Background: an optimization exercise with open tools, aiming at small area, a short achievable clock period and few clock cycles. Do not read the settings as production practice. Function was checked by simulation only, so behaviour that the tests miss may differ from the original. Power and IR drop assume default switching activity.

## job 772
==> module adder, before the edit <==
module adder(
    input  logic [31:0] a, b,
    input  logic        cin,
    output logic [31:0] y
);
    logic [31:0] g [0:5];
    logic [31:0] p [0:5];
    logic [31:0] c;
    always_comb begin
        g[0] = a & b;
        p[0] = a ^ b;
        g[0][0] = (a[0] & b[0]) | (cin & (a[0] ^ b[0]));
        for (int l = 0; l < 5; l++) begin
            for (int i = 0; i < 32; i++) begin
                if ((i >> l) & 1) begin
                    g[l+1][i] = g[l][i] | (p[l][i] & g[l][((i >> l) << l) - 1]);
                    p[l+1][i] = p[l][i] & p[l][((i >> l) << l) - 1];
                end else begin
                    g[l+1][i] = g[l][i];
                    p[l+1][i] = p[l][i];
                end
            end
        end
        c = {g[5][30:0], cin};
        y = p[0] ^ c;
    end
endmodule
==> module mips, before the edit <==
module mips(
    input  logic        clk, reset,
    output logic [31:0] pc,          
    input  logic [31:0] instr,       
    output logic        memwrite,    
    output logic [31:0] dataadr,     
    output logic [31:0] writedata,   
    input  logic [31:0] readdata     
);
    localparam logic [5:0] OP_R = 6'h00, OP_J = 6'h02, OP_BEQ = 6'h04,
                           OP_ADDI = 6'h08, OP_LW = 6'h23, OP_SW = 6'h2B;
    logic        d_valid;
    logic [31:0] d_instr;
    logic        e_wr, e_load, e_store, e_beq;    
    logic [4:0]  e_dest;
    logic [31:0] e_a, e_b;
    logic [15:0] e_imm;
    logic        e_useimm, e_fwda, e_fwdb;
    logic        e_sub, e_and, e_or, e_slt;
    logic [31:0] e_btarget;
    logic        m_wr, m_load;
    logic [4:0]  m_dest;
    logic [31:0] m_res, m_wd;
    logic [31:0] pc4, pcnext;
    logic        redirect_e, redirect_d, stall_d, jump_f;
    logic [31:0] btarget_d;
    assign pc4    = pc + 32'd4;
    assign jump_f = (instr[31:26] == OP_J);
    always_comb begin
        if (redirect_e)      pcnext = e_btarget;
        else if (redirect_d) pcnext = btarget_d;
        else if (stall_d)    pcnext = pc;
        else if (jump_f)     pcnext = {pc4[31:28], instr[25:0], 2'b00};
        else                 pcnext = pc4;
    end
    always_ff @(posedge clk, posedge reset)
        if (reset) pc <= 32'd0;
        else       pc <= pcnext;
    always_ff @(posedge clk, posedge reset)
        if (reset) d_valid <= 1'b0;
        else if (redirect_e | redirect_d) d_valid <= 1'b0;
        else if (!stall_d) d_valid <= !jump_f;
    always_ff @(posedge clk)
        if (!stall_d) d_instr <= instr;
    logic [5:0]  d_op, d_funct;
    logic [4:0]  d_rs, d_rt, d_rd;
    logic [31:0] d_simm;
    logic        d_isr, d_isaddi, d_islw, d_issw, d_isbeq;
    logic        d_use_rs, d_use_rt, d_wr;
    logic [4:0]  d_dest;
    logic [31:0] rf_a, rf_b, d_a, d_b, wb_data;
    assign d_op    = d_instr[31:26];
    assign d_rs    = d_instr[25:21];
    assign d_rt    = d_instr[20:16];
    assign d_rd    = d_instr[15:11];
    assign d_funct = d_instr[5:0];
    assign d_simm  = {{16{d_instr[15]}}, d_instr[15:0]};
    assign d_isr    = (d_op == OP_R);
    assign d_isaddi = (d_op == OP_ADDI);
    assign d_islw   = (d_op == OP_LW);
    assign d_issw   = (d_op == OP_SW);
    assign d_isbeq  = (d_op == OP_BEQ);
    assign d_dest   = d_isr ? d_rd : d_rt;
    assign d_wr     = (d_isr | d_isaddi | d_islw) & (d_dest != 5'd0);
    assign d_use_rs = d_isr | d_isaddi | d_islw | d_issw | (d_isbeq & (d_rs != d_rt));
    assign d_use_rt = d_isr | d_issw | (d_isbeq & (d_rs != d_rt));
    assign btarget_d = pc + {d_simm[29:0], 2'b00};
    assign stall_d = d_valid & e_load &
                     ((d_use_rs & (d_rs == e_dest)) | (d_use_rt & (d_rt == e_dest)));
    assign redirect_d = d_valid & d_isbeq & (d_rs == d_rt) & !redirect_e;
    assign wb_data = m_load ? readdata : m_res;
    regfile rf(
        .clk(clk),
        .we3(m_wr),
        .ra1(d_rs),
        .ra2(d_rt),
        .wa3(m_dest),
        .wd3(wb_data),
        .rd1(rf_a),
        .rd2(rf_b)
    );
    assign d_a = (m_wr & (m_dest == d_rs)) ? wb_data : rf_a;
    assign d_b = (m_wr & (m_dest == d_rt)) ? wb_data : rf_b;
    logic d_go;
    assign d_go = d_valid & !stall_d & !redirect_e;
    always_ff @(posedge clk, posedge reset)
        if (reset) begin
            e_wr    <= 1'b0;
            e_load  <= 1'b0;
            e_store <= 1'b0;
            e_beq   <= 1'b0;
        end else begin
            e_wr    <= d_go & d_wr;
            e_load  <= d_go & d_islw & (d_dest != 5'd0);
            e_store <= d_go & d_issw;
            e_beq   <= d_go & d_isbeq & (d_rs != d_rt);
        end
    always_ff @(posedge clk) begin
        e_dest    <= d_dest;
        e_a       <= d_a;
        e_b       <= d_b;
        e_imm     <= d_instr[15:0];
        e_useimm  <= !d_isr;
        e_fwda    <= e_wr & !e_load & (e_dest == d_rs);
        e_fwdb    <= e_wr & !e_load & (e_dest == d_rt);
        e_sub     <= d_isr & (d_funct == 6'h22);
        e_and     <= d_isr & (d_funct == 6'h24);
        e_or      <= d_isr & (d_funct == 6'h25);
        e_slt     <= d_isr & (d_funct == 6'h2A);
        e_btarget <= btarget_d;
    end
    logic [31:0] a, b, srcb, sum, res;
    logic        lt;
    assign a    = e_fwda ? m_res : e_a;
    assign b    = e_fwdb ? m_res : e_b;
    assign srcb = e_useimm ? {{16{e_imm[15]}}, e_imm} : b;
    adder alu_add(
        .a(a),
        .b((e_sub | e_slt) ? ~srcb : srcb),
        .cin(e_sub | e_slt),
        .y(sum)
    );
    assign lt   = (a[31] != srcb[31]) ? a[31] : sum[31];
    always_comb begin
        if (e_and)      res = a & srcb;
        else if (e_or)  res = a | srcb;
        else if (e_slt) res = {31'd0, lt};
        else            res = sum;
    end
    assign redirect_e = e_beq & (a == b);
    always_ff @(posedge clk, posedge reset)
        if (reset) begin
            memwrite <= 1'b0;
            m_wr     <= 1'b0;
            m_load   <= 1'b0;
        end else begin
            memwrite <= e_store;
            m_wr     <= e_wr;
            m_load   <= e_load;
        end
    always_ff @(posedge clk) begin
        m_dest <= e_dest;
        m_res  <= res;
        m_wd   <= b;
    end
    assign dataadr   = m_res;
    assign writedata = m_wd;
endmodule
make LEC_CHECK=0 CAP_MARGIN=20 CORE_MARGIN=2 CORE_UTILIZATION=40 SLEW_MARGIN=20 finish   # period 11.0 ns
run.sh (not shown) runs the stock make flow with config.mk's settings and CLKGATE_MAP_FILE= SYNTH_SCRIPT=/design/flow/synth_recipe.tcl, a recipe that flattens the netlist after the stock synthesis.
Testbench counts of job 772, summed over its fixed seeds: cycles 20,218.
Setup changes, job 772 to job 9377
--- a/flow/design.v
+++ b/flow/design.v
@@ -1,29 +1,8 @@
 module adder(
-    input  logic [31:0] a, b,
-    input  logic        cin,
-    output logic [31:0] y
-);
-    logic [31:0] g [0:5];
-    logic [31:0] p [0:5];
-    logic [31:0] c;
-    always_comb begin
-        g[0] = a & b;
-        p[0] = a ^ b;
-        g[0][0] = (a[0] & b[0]) | (cin & (a[0] ^ b[0]));
-        for (int l = 0; l < 5; l++) begin
-            for (int i = 0; i < 32; i++) begin
-                if ((i >> l) & 1) begin
-                    g[l+1][i] = g[l][i] | (p[l][i] & g[l][((i >> l) << l) - 1]);
-                    p[l+1][i] = p[l][i] & p[l][((i >> l) << l) - 1];
-                end else begin
-                    g[l+1][i] = g[l][i];
-                    p[l+1][i] = p[l][i];
-                end
-            end
-        end
-        c = {g[5][30:0], cin};
-        y = p[0] ^ c;
-    end
+    input  logic [31:0] a, b,  
+    output logic [31:0] y      
+);
+    assign y = a + b;
 endmodule
 module mux2 #(parameter WIDTH = 8)
 (
@@ -463,12 +442,7 @@
     assign a    = e_fwda ? m_res : e_a;
     assign b    = e_fwdb ? m_res : e_b;
     assign srcb = e_useimm ? {{16{e_imm[15]}}, e_imm} : b;
-    adder alu_add(
-        .a(a),
-        .b((e_sub | e_slt) ? ~srcb : srcb),
-        .cin(e_sub | e_slt),
-        .y(sum)
-    );
+    assign sum  = a + ((e_sub | e_slt) ? ~srcb : srcb) + {31'd0, e_sub | e_slt};
     assign lt   = (a[31] != srcb[31]) ? a[31] : sum[31];
     always_comb begin
         if (e_and)      res = a & srcb;
Notes after the runs:
Between job 772 and job 9377, the area growth from synthesis to layout is lower for job 772.
Going from job 772 to job 9377, maximum fanout count along the critical path lower; area after synthesis rose by about 0.5%.
From job 9377 to job 772, total I/O pin count did not move at all.
Routability-driven placement congestion ratio across job 772 and job 9377: no real change.
Summary of the comparison: sequential power is higher in job 9377, relative to job 772.
Job 9377 and job 772 ended up with roughly the same adder and majority gate portion of the synthesized area.
Going from job 772 to job 9377, proportion of power drawn by the clock network picked up an extra 0.4 points; depth of the critical timing path with buffers and inverters included lost 2; clock-buffer cell count moved down; pre-CTS setup slack dropped 0.99 ns.
Job 9377 went all the way through the flow, and no timing, DRC or antenna check failed.
Job 772 → job 9377: post-route worst hold slack climbed 0.021 ns; wire length climbed 1.8%; antenna diode count dropped 1.
Testbench counts of job 9377, summed over its fixed seeds: cycles 20,218.

-- static timing again, ports no longer ideal --
Ports are ideal in the flow. The routed layouts listed here were re-timed in OpenROAD.
Step 1 sets driving cells, clkbuf_16 on the clock port and buf_2 on the other inputs (assumed; they add their load-dependent delay and slew).
Step 2 moves the port delays by t, midway between the first and last clock arrival at a register: inputs arrive t later, outputs are due t later. That takes back most of the time a late clock gives input paths.
a / b / c = no drivers / after step 1 / after step 2; a / b = the first two.
run	t (ns)	setup WS [ns]	hold WS [ns]
job 772	0.860	6.350 / 6.350 / 6.221	0.340 / 0.340 / 0.340
job 9377	0.859	5.089 / 5.089 / 5.089	0.361 / 0.361 / 0.361
After both steps every run listed still meets setup and hold. For job 772, which loses most, drivers alone change the setup slack by 0.000 ns; drivers and shift together by -0.129 ns.
